What follows belongs to an exercise in optimizing a design on an open flow for small area and a short achievable clock period; a production flow would make more cautious choices. The RTL was checked by simulation tests, not by an equivalence proof against the original design. Power figures rest on the tool's default switching activity, not on a simulated workload.

==> build 13 <==
==> flow/design.v (excerpt) <==
module mips(
    input clk,
    input reset,
    input [31:0] PrRData,
    input [7:2] HWInt,
    output [31:0] PrAddr,
    output [31:0] PrWData,
    output [3:0] PrMask,
    output PrWrite,
    output [31:0] InstrAddr,
    input [31:0] InstrData,
    output [31:0] DmAddr,
    output [31:0] DmWData,
    output [3:0] DmBE,
    output DmWrite,
    input [31:0] DmRData
    );
clock: 18.0 ns
lec_check: 0
cap_margin: 20
core_margin: 2
core_utilization: 40
slew_margin: 20
standard.sh (not shown) runs the stock make flow with config.mk's settings and CLKGATE_MAP_FILE= SYNTH_SCRIPT=/design/flow/synth_recipe.tcl, a recipe that flattens the netlist after the stock synthesis.
==> flow/flow/run.sh <==
#!/bin/bash
# Standard layout, with timing repair aiming at a shorter period than the
# clock it is built at (repair_timing -setup_margin), so that gate sizing and
# buffering work on the paths that set the achieved period.
set -euo pipefail
bash standard.sh SETUP_SLACK_MARGIN=12.5 finish > standard_flow.log 2>&1
==> inputs of build 75, as changes to build 13 <==
--- a/flow/design.v
+++ b/flow/design.v
@@ -48,15 +48,16 @@
     reg  [5:0]  c_ip;
     reg         c_sw;
     reg  [31:0] Hi, Lo;
     reg  [3:0]  cnt;
     reg         fin;
     reg  [31:0] mA, mB;
-    reg  [33:0] mW;
+    reg  [32:0] mW;
     reg  [33:0] m3;
     reg  [34:0] m5, m7;
+    reg  [2:0]  Lx;
     reg         s_div, s_sgn, s_sub, s_nq, s_nr;
     wire [5:0] op = I_D[31:26];
     wire [5:0] fn = I_D[5:0];
     wire [4:0] rs = I_D[25:21];
     wire [4:0] rt = I_D[20:16];
     wire [4:0] rd = I_D[15:11];
@@ -226,27 +227,27 @@
     wire m_madd = opSP2 & (fn == 6'b000000 | fn == 6'b000001);
     wire m_msub = opSP2 & (fn == 6'b000100 | fn == 6'b000101);
     wire m_div  = opR & (f_div | f_divu);
     wire m_mthi = opR & f_mthi, m_mtlo = opR & f_mtlo;
     wire m_start = m_mult | m_multu | m_madd | m_msub | m_div | m_mthi | m_mtlo | d_mfhi | d_mflo;
     always @(posedge clk) begin
-        A_E <= sh_imm ? {27'b0, sa} : Rd1;
+        A_E <= Rd1;
         B_E <= Rd2;
         I_E <= I_next;
         if (reset | Stall) begin
             a_imm_E <= 0; a_fwM_E <= 0; a_fwW_E <= 0; b_imm_E <= 0; b_fwM_E <= 0; b_fwW_E <= 0;
             r_sub_E <= 0; r_slt_E <= 0; r_sltu_E <= 0; r_and_E <= 0; r_or_E <= 0; r_xor_E <= 0; r_nor_E <= 0;
             r_sll_E <= 0; r_srl_E <= 0; r_sra_E <= 0; r_rot_E <= 0; r_pass_E <= 0; r_hi_E <= 0; r_lo_E <= 0;
             E_toWrite <= 0; E_Unready <= 0; E_load <= 0; E_Addr <= 0; E_rw <= 0; E_wa <= 0;
             E_st <= 0; E_sth <= 0; E_stw <= 0; E_ld <= 0; E_ldh <= 0; E_ldw <= 0; E_ldsx <= 0;
             md_busy_E <= 0; md_mul_E <= 0; md_sgn_E <= 0; md_acc_E <= 0; md_sub_E <= 0; md_div_E <= 0;
             md_mthi_E <= 0; md_mtlo_E <= 0;
         end else begin
             a_imm_E <= d_aimm;
-            a_fwM_E <= !sh_imm & rs_hitE;
-            a_fwW_E <= !sh_imm & !rs_hitE & rs_hitM;
+            a_fwM_E <= rs_hitE;
+            a_fwW_E <= !rs_hitE & rs_hitM;
             b_imm_E <= d_bimm;
             b_fwM_E <= !i_mfc0 & rt_hitE;
             b_fwW_E <= !i_mfc0 & !rt_hitE & rt_hitM;
             r_sub_E <= d_sub | d_slt | d_sltu;
             r_slt_E <= d_slt; r_sltu_E <= d_sltu;
             r_and_E <= d_and; r_or_E <= d_or; r_xor_E <= d_xor; r_nor_E <= d_nor;
@@ -263,26 +264,23 @@
             md_sub_E <= m_msub;
             md_div_E <= m_div;
             md_mthi_E <= m_mthi; md_mtlo_E <= m_mtlo;
         end
     end
     wire [31:0] fwA = a_fwM_E ? Res_M : (a_fwW_E ? WD_W : A_E);
-    wire [31:0] AluA = fwA;
+    wire [31:0] AluA = a_imm_E ? I_E : fwA;
     wire [31:0] RT = b_fwM_E ? Res_M : (b_fwW_E ? WD_W : B_E);
     wire [31:0] AluB = b_imm_E ? I_E : RT;
     wire [32:0] sum = {1'b0, AluA} + {1'b0, AluB ^ {32{r_sub_E}}} + {32'b0, r_sub_E};
     wire lt_u = !sum[32];
     wire lt_s = (AluA[31] ^ AluB[31]) ? AluA[31] : sum[31];
     wire slt_bit = (r_slt_E & lt_s) | (r_sltu_E & lt_u);
-    wire [3:0] lut = {r_and_E | r_or_E | r_pass_E, r_or_E | r_xor_E,
-                      r_or_E | r_xor_E | r_pass_E, r_nor_E};
-    reg [31:0] lg;
-    integer li;
-    always @(*)
-        for (li = 0; li < 32; li = li + 1)
-            lg[li] = lut[{AluA[li], AluB[li]}];
+    wire [31:0] lg = ({32{r_and_E}} & (AluA & AluB)) |
+                     ({32{r_or_E}}  & (AluA | AluB)) |
+                     ({32{r_xor_E}} & (AluA ^ AluB)) |
+                     ({32{r_nor_E}} & ~(AluA | AluB));
     wire [4:0] s = AluA[4:0];
     wire [31:0] Bx = r_sll_E ? {AluB[0], AluB[31:1]} : AluB;
     wire [4:0] sx = r_sll_E ? ~s : s;
     wire [31:0] rt0 = sx[0] ? {Bx[0], Bx[31:1]} : Bx;
     wire [31:0] rt1 = sx[1] ? {rt0[1:0], rt0[31:2]} : rt0;
     wire [31:0] rt2 = sx[2] ? {rt1[3:0], rt1[31:4]} : rt1;
@@ -293,16 +291,17 @@
     wire rot_big = |AluA[31:6];
     wire rot_keep = r_rot_E & !AluA[5];
     wire [31:0] msk = r_sll_E ? mL : ((rot_keep) ? 32'hffff_ffff : mR);
     wire [31:0] shres = ((r_rot_E & rot_big) ? 32'b0 : (rot & msk)) |
                         ({32{r_sra_E & AluB[31]}} & ~mR);
     wire r_sh = r_sll_E | r_srl_E | r_sra_E | r_rot_E;
-    wire r_lg = r_and_E | r_or_E | r_xor_E | r_nor_E | r_pass_E;
+    wire r_lg = r_and_E | r_or_E | r_xor_E | r_nor_E;
     wire r_cmp = r_slt_E | r_sltu_E;
     wire r_md = r_hi_E | r_lo_E;
     wire [31:0] ResE = r_md ? (r_hi_E ? Hi : Lo) :
+                       r_pass_E ? AluB :
                        r_cmp ? {31'b0, slt_bit} :
                        r_lg ? lg :
                        r_sh ? shres : sum[31:0];
     wire accE = (|sum[31:15]) | (&sum[14:8]);
     wire [3:0] mskE = E_stw ? 4'b1111 : (E_sth ? 4'b0011 : 4'b0001);
     always @(posedge clk) begin
@@ -360,37 +359,37 @@
     wire div_start = md_div_E & (AluB != 32'b0);
     wire run = cnt != 4'd0;
     wire mul_step = run & !s_div;
     wire div_step = run & s_div;
     wire mul_fin = fin & !s_div;
     wire div_fin = fin & s_div;
-    wire mlast = mul_fin;
-    wire sgA = s_sgn & mA[31];
-    wire [39:0] aX = {{8{sgA}}, mA};
-    wire neg1 = mlast & s_sgn & mB[1];
-    wire [39:0] pp0 = mB[0] ? aX : 40'b0;
-    wire [39:0] pp1 = mB[1] ? ({aX[38:0], 1'b0} ^ {40{neg1}}) : 40'b0;
-    wire [39:0] pp2 = mB[2] ? {aX[37:0], 2'b0} : 40'b0;
-    wire [39:0] pp3 = mB[3] ? {aX[36:0], 3'b0} : 40'b0;
-    wire [39:0] pp4 = mB[4] ? {aX[35:0], 4'b0} : 40'b0;
-    wire [39:0] pp5 = mB[5] ? {aX[34:0], 5'b0} : 40'b0;
-    wire [39:0] pw  = {{6{mW[33]}}, mW};
-    wire [39:0] ph  = mlast ? {6'b0, Hi, 2'b0} : 40'b0;
+    wire [39:0] pp0 = mB[0] ? {8'b0, mA} : 40'b0;
+    wire [39:0] pp1 = mB[1] ? {7'b0, mA, 1'b0} : 40'b0;
+    wire [39:0] pp2 = mB[2] ? {6'b0, mA, 2'b0} : 40'b0;
+    wire [39:0] pp3 = mB[3] ? {5'b0, mA, 3'b0} : 40'b0;
+    wire [39:0] pp4 = mB[4] ? {4'b0, mA, 4'b0} : 40'b0;
+    wire [39:0] pp5 = mB[5] ? {3'b0, mA, 5'b0} : 40'b0;
+    wire [39:0] pp6 = mB[6] ? {2'b0, mA, 6'b0} : 40'b0;
+    wire [39:0] pw  = {7'b0, mW};
     wire [39:0] s1 = pw ^ pp0 ^ pp1;
-    wire [39:0] c1 = {((pw & pp0) | (pw & pp1) | (pp0 & pp1)), neg1};
+    wire [39:0] c1 = {((pw & pp0) | (pw & pp1) | (pp0 & pp1)), 1'b0};
     wire [39:0] s2 = pp2 ^ pp3 ^ pp4;
     wire [39:0] c2 = {((pp2 & pp3) | (pp2 & pp4) | (pp3 & pp4)), 1'b0};
     wire [39:0] s3 = s1 ^ c1 ^ s2;
     wire [39:0] c3 = {((s1 & c1) | (s1 & s2) | (c1 & s2)), 1'b0};
-    wire [39:0] s4 = c2 ^ pp5 ^ ph;
-    wire [39:0] c4 = {((c2 & pp5) | (c2 & ph) | (pp5 & ph)), 1'b0};
+    wire [39:0] s4 = c2 ^ pp5 ^ pp6;
+    wire [39:0] c4 = {((c2 & pp5) | (c2 & pp6) | (pp5 & pp6)), 1'b0};
     wire [39:0] s5 = s3 ^ c3 ^ s4;
     wire [39:0] c5 = {((s3 & c3) | (s3 & s4) | (c3 & s4)), 1'b0};
     wire [39:0] s6 = s5 ^ c5 ^ c4;
     wire [39:0] c6 = {((s5 & c5) | (s5 & c4) | (c5 & c4)), 1'b0};
     wire [39:0] T = s6 + c6;
+    wire corr = mul_step & (cnt == 4'd5);
+    wire [31:0] adP = corr ? (mA[31] ? mB : 32'b0) : {mW[28:0], Lx};
+    wire [31:0] adQ = corr ? (mB[31] ? mA : 32'b0) : (s_sgn ? ~Hi : Hi);
+    wire [31:0] adS = adP + adQ + {31'b0, !corr & s_sgn};
     wire dv_mul = div_step & (cnt == 4'd10);
     wire dv_stp = (div_step & (cnt != 4'd10)) | div_fin;
     wire neg_r = div_fin & s_nr;           
     wire [34:0] dX = {mW[31:0], mB[31:29]};
     wire [34:0] k1 = {3'b0, mA};
     wire [34:0] k2 = {2'b0, mA, 1'b0};
@@ -439,51 +438,54 @@
             else if (run)
                 cnt <= cnt - 4'd1;
         end
         if (mul_start | div_start) begin
             mA <= div_start ? absB : AluA;
             mB <= div_start ? absA : AluB;
-            mW <= div_start ? 34'b0 : {2'b0, md_sub_E ? ~Lo : (md_acc_E ? Lo : 32'b0)};
+            mW <= div_start ? 33'b0 : {1'b0, md_sub_E ? ~Lo : (md_acc_E ? Lo : 32'b0)};
             s_div <= div_start;
             s_sgn <= md_sgn_E & !div_start;
             s_sub <= md_sub_E;
             s_nq <= md_sgn_E & (AluA[31] ^ AluB[31]);
             s_nr <= md_sgn_E & AluA[31];
         end else if (mul_step) begin
-            mB <= {6'b0, mB[31:6]};
-            mW <= T[39:6];
+            mB <= {7'b0, mB[31:7]};
+            mW <= T[39:7];
+            Lx <= T[6:4];
         end else if (dv_mul) begin
             mB <= {mB[29:0], sq};
-            mW <= {32'b0, tr};
+            mW <= {31'b0, tr};
         end else if (dv_stp) begin
             mB <= {mB[28:0], dq};
-            mW <= {2'b0, dR};
+            mW <= {1'b0, dR};
         end
         if (dv_mul) begin
             m3 <= {2'b0, mA} + {1'b0, mA, 1'b0};
             m5 <= {3'b0, mA} + {1'b0, mA, 2'b0};
             m7 <= {mA, 3'b0} - {3'b0, mA};
         end
         if (reset)
             Hi <= 0;
         else if (md_mthi_E)
             Hi <= AluA;
         else if (mul_start)
             Hi <= md_sub_E ? ~Hi : (md_acc_E ? Hi : 32'b0);
+        else if (corr & s_sgn)
+            Hi <= adS;
         else if (mul_fin)
-            Hi <= T[33:2] ^ {32{s_sub}};
+            Hi <= adS ^ {32{s_sub}};
         else if (div_fin)
             Hi <= s_nr ? ~dR : dR;
         if (reset)
             Lo <= 0;
         else if (md_mtlo_E)
             Lo <= AluA;
         else if (mul_step)
-            Lo <= {T[5:0], Lo[31:6]};
+            Lo <= {T[3:0], Lx, Lo[31:7]};
         else if (mul_fin)
-            Lo <= {T[1:0], Lo[31:2]} ^ {32{s_sub}};
+            Lo <= Lo ^ {32{s_sub}};
         else if (div_fin)
             Lo <= s_nq ? ~qm : qa;
         else if (dv_mul)
             Lo <= sqm;
         else if (dv_stp)
             Lo <= qm;
==> flow/flow/run.sh (replaced) <==
#!/bin/bash
# Standard layout, with timing repair aiming at a shorter period than the
# clock it is built at (repair_timing -setup_margin), so that gate sizing and
# buffering work on the paths that set the achieved period.
set -euo pipefail
bash standard.sh SETUP_SLACK_MARGIN=11 finish > standard_flow.log 2>&1
==> inputs of build 86, as changes to build 13 <==
==> flow/flow/run.sh (replaced) <==
#!/bin/bash
# Standard layout, with timing repair aiming at a shorter period than the
# clock it is built at (repair_timing -setup_margin), so that gate sizing and
# buffering work on the paths that set the achieved period.
set -euo pipefail
bash standard.sh SETUP_SLACK_MARGIN=12 finish > standard_flow.log 2>&1
==> inputs of build 58, as changes to build 13 <==
--- a/flow/design.v
+++ b/flow/design.v
@@ -47,12 +47,13 @@
     reg         c_bd;
     reg  [5:0]  c_ip;
     reg         c_sw;
     reg  [31:0] Hi, Lo;
     reg  [3:0]  cnt;
     reg         fin;
+    reg         nrow;
     reg  [31:0] mA, mB;
     reg  [33:0] mW;
     reg  [33:0] m3;
     reg  [34:0] m5, m7;
     reg         s_div, s_sgn, s_sub, s_nq, s_nr;
     wire [5:0] op = I_D[31:26];
@@ -363,29 +364,29 @@
     wire div_step = run & s_div;
     wire mul_fin = fin & !s_div;
     wire div_fin = fin & s_div;
     wire mlast = mul_fin;
     wire sgA = s_sgn & mA[31];
     wire [39:0] aX = {{8{sgA}}, mA};
-    wire neg1 = mlast & s_sgn & mB[1];
+    wire neg1 = nrow & mB[1];
     wire [39:0] pp0 = mB[0] ? aX : 40'b0;
-    wire [39:0] pp1 = mB[1] ? ({aX[38:0], 1'b0} ^ {40{neg1}}) : 40'b0;
+    wire [39:0] pp1 = mB[1] ? ({aX[38:0], 1'b0} ^ {40{nrow}}) : 40'b0;
     wire [39:0] pp2 = mB[2] ? {aX[37:0], 2'b0} : 40'b0;
     wire [39:0] pp3 = mB[3] ? {aX[36:0], 3'b0} : 40'b0;
     wire [39:0] pp4 = mB[4] ? {aX[35:0], 4'b0} : 40'b0;
     wire [39:0] pp5 = mB[5] ? {aX[34:0], 5'b0} : 40'b0;
     wire [39:0] pw  = {{6{mW[33]}}, mW};
     wire [39:0] ph  = mlast ? {6'b0, Hi, 2'b0} : 40'b0;
-    wire [39:0] s1 = pw ^ pp0 ^ pp1;
-    wire [39:0] c1 = {((pw & pp0) | (pw & pp1) | (pp0 & pp1)), neg1};
+    wire [39:0] s1 = pw ^ pp0 ^ pp5;
+    wire [39:0] c1 = {((pw & pp0) | (pw & pp5) | (pp0 & pp5)), neg1};
     wire [39:0] s2 = pp2 ^ pp3 ^ pp4;
     wire [39:0] c2 = {((pp2 & pp3) | (pp2 & pp4) | (pp3 & pp4)), 1'b0};
     wire [39:0] s3 = s1 ^ c1 ^ s2;
     wire [39:0] c3 = {((s1 & c1) | (s1 & s2) | (c1 & s2)), 1'b0};
-    wire [39:0] s4 = c2 ^ pp5 ^ ph;
-    wire [39:0] c4 = {((c2 & pp5) | (c2 & ph) | (pp5 & ph)), 1'b0};
+    wire [39:0] s4 = c2 ^ pp1 ^ ph;
+    wire [39:0] c4 = {((c2 & pp1) | (c2 & ph) | (pp1 & ph)), 1'b0};
     wire [39:0] s5 = s3 ^ c3 ^ s4;
     wire [39:0] c5 = {((s3 & c3) | (s3 & s4) | (c3 & s4)), 1'b0};
     wire [39:0] s6 = s5 ^ c5 ^ c4;
     wire [39:0] c6 = {((s5 & c5) | (s5 & c4) | (c5 & c4)), 1'b0};
     wire [39:0] T = s6 + c6;
     wire dv_mul = div_step & (cnt == 4'd10);
@@ -427,14 +428,16 @@
     wire [31:0] absA = (md_sgn_E & AluA[31]) ? -AluA : AluA;
     wire [31:0] absB = (md_sgn_E & AluB[31]) ? -AluB : AluB;
     always @(posedge clk) begin
         if (reset) begin
             cnt <= 0;
             fin <= 0;
+            nrow <= 0;
         end else begin
             fin <= cnt == 4'd1;
+            nrow <= (cnt == 4'd1) & !s_div & s_sgn;
             if (mul_start)
                 cnt <= 4'd5;
             else if (div_start)
                 cnt <= 4'd10;
             else if (run)
                 cnt <= cnt - 4'd1;
==> flow/flow/run.sh (replaced) <==
#!/bin/bash
# Standard layout, with these changes to how it is made:
#  - timing repair aims at a shorter period than the clock it is built at
#    (repair_timing -setup_margin), so that gate sizing and buffering work on
#    the paths that set the achieved period, and repairs only the worst 20%
#    of the endpoints it sees as violating (repair_timing -repair_tns);
#  - the port buffers that the standard flow puts on every input and output
#    are plain buffers (buf_2) instead of the delay cell it picks by default.
set -euo pipefail
bash standard.sh "BUFFER_PORTS_ARGS=-inputs -outputs -buffer_cell sky130_fd_sc_hd__buf_2" SETUP_SLACK_MARGIN=12.75 TNS_END_PERCENT=20 finish > standard_flow.log 2>&1
==> results.txt <==
Result of the run: build 58 complete, no violations; build 86 complete, no violations; build 75 complete, no violations; build 13 complete, no violations
Power Internal: build 58 17.4 mW; build 86 16.3 mW; build 75 14.7 mW; build 13 17.9 mW
Die Height: build 58 558 um; build 86 557 um; build 75 562 um; build 13 557 um
Initial core utilization: build 58 40.2%; build 86 40.1%; build 75 40.3%; build 13 40.1%
Slew at the pin closest to its max-slew limit: build 58 1350 ps; build 86 1370 ps; build 75 1320 ps; build 13 1250 ps
Share of cell area taken by muxes after synthesis: build 58 14.1%; build 86 14.0%; build 75 13.8%; build 13 14.0%
Combinational gate power: build 58 22.6 mW; build 86 20.5 mW; build 75 17.8 mW; build 13 23.5 mW
Share of cell area taken by flip-flops and latches: build 58 32.0%; build 86 32.9%; build 75 33.1%; build 13 32.1%
Distinct cell type count after synthesis: build 58 105; build 86 106; build 75 114; build 13 106
Clock Sink Count: build 58 1704; build 86 1703; build 75 1706; build 13 1703
Register-to-register setup slack: build 58 12180 ps; build 86 11440 ps; build 75 10860 ps; build 13 11450 ps
Worst skew pair latency: build 58 930 ps; build 86 930 ps; build 75 960 ps; build 13 920 ps
Unrepaired setup endpoints after global routing: build 58 true; build 86 true; build 75 false; build 13 true
Met2 wire len: build 58 240 mm; build 86 245 mm; build 75 259 mm; build 13 255 mm

afterwards: timing with drivers on the ports:
The results above use ideal ports. As a check the final layouts listed here were re-extracted and re-timed, cells and wires unchanged. Step 1 assumes that a clkbuf_16 drives the clock port and a buf_2 every other input. Step 2 adds t to the input delays and takes it off the output delays; t is the mean of the earliest and latest rising clock arrival at the registers after step 1. Input paths then give back, and output paths get back, about the clock's delay inside the block. a / b / c = no drivers / after step 1 / after step 2; a / b = the first two.
run	shift t [ns]	setup WS [ns]	worst setup path after step 2	latest minus earliest clock arrival (ns)
build 13	0.986	11.453 / 11.453 / 11.453	register to register	0.141 / 0.141
build 75	1.000	10.860 / 10.860 / 10.508	input to register	0.134 / 0.133
build 86	0.960	11.436 / 11.436 / 11.005	input to register	0.140 / 0.140
build 58	0.998	12.179 / 12.179 / 11.440	input to register	0.113 / 0.113
After both steps every run listed still meets setup and hold. The setup slack of build 58, which loses most, moves by 0.000 ns with the drivers and by -0.739 ns with both steps.
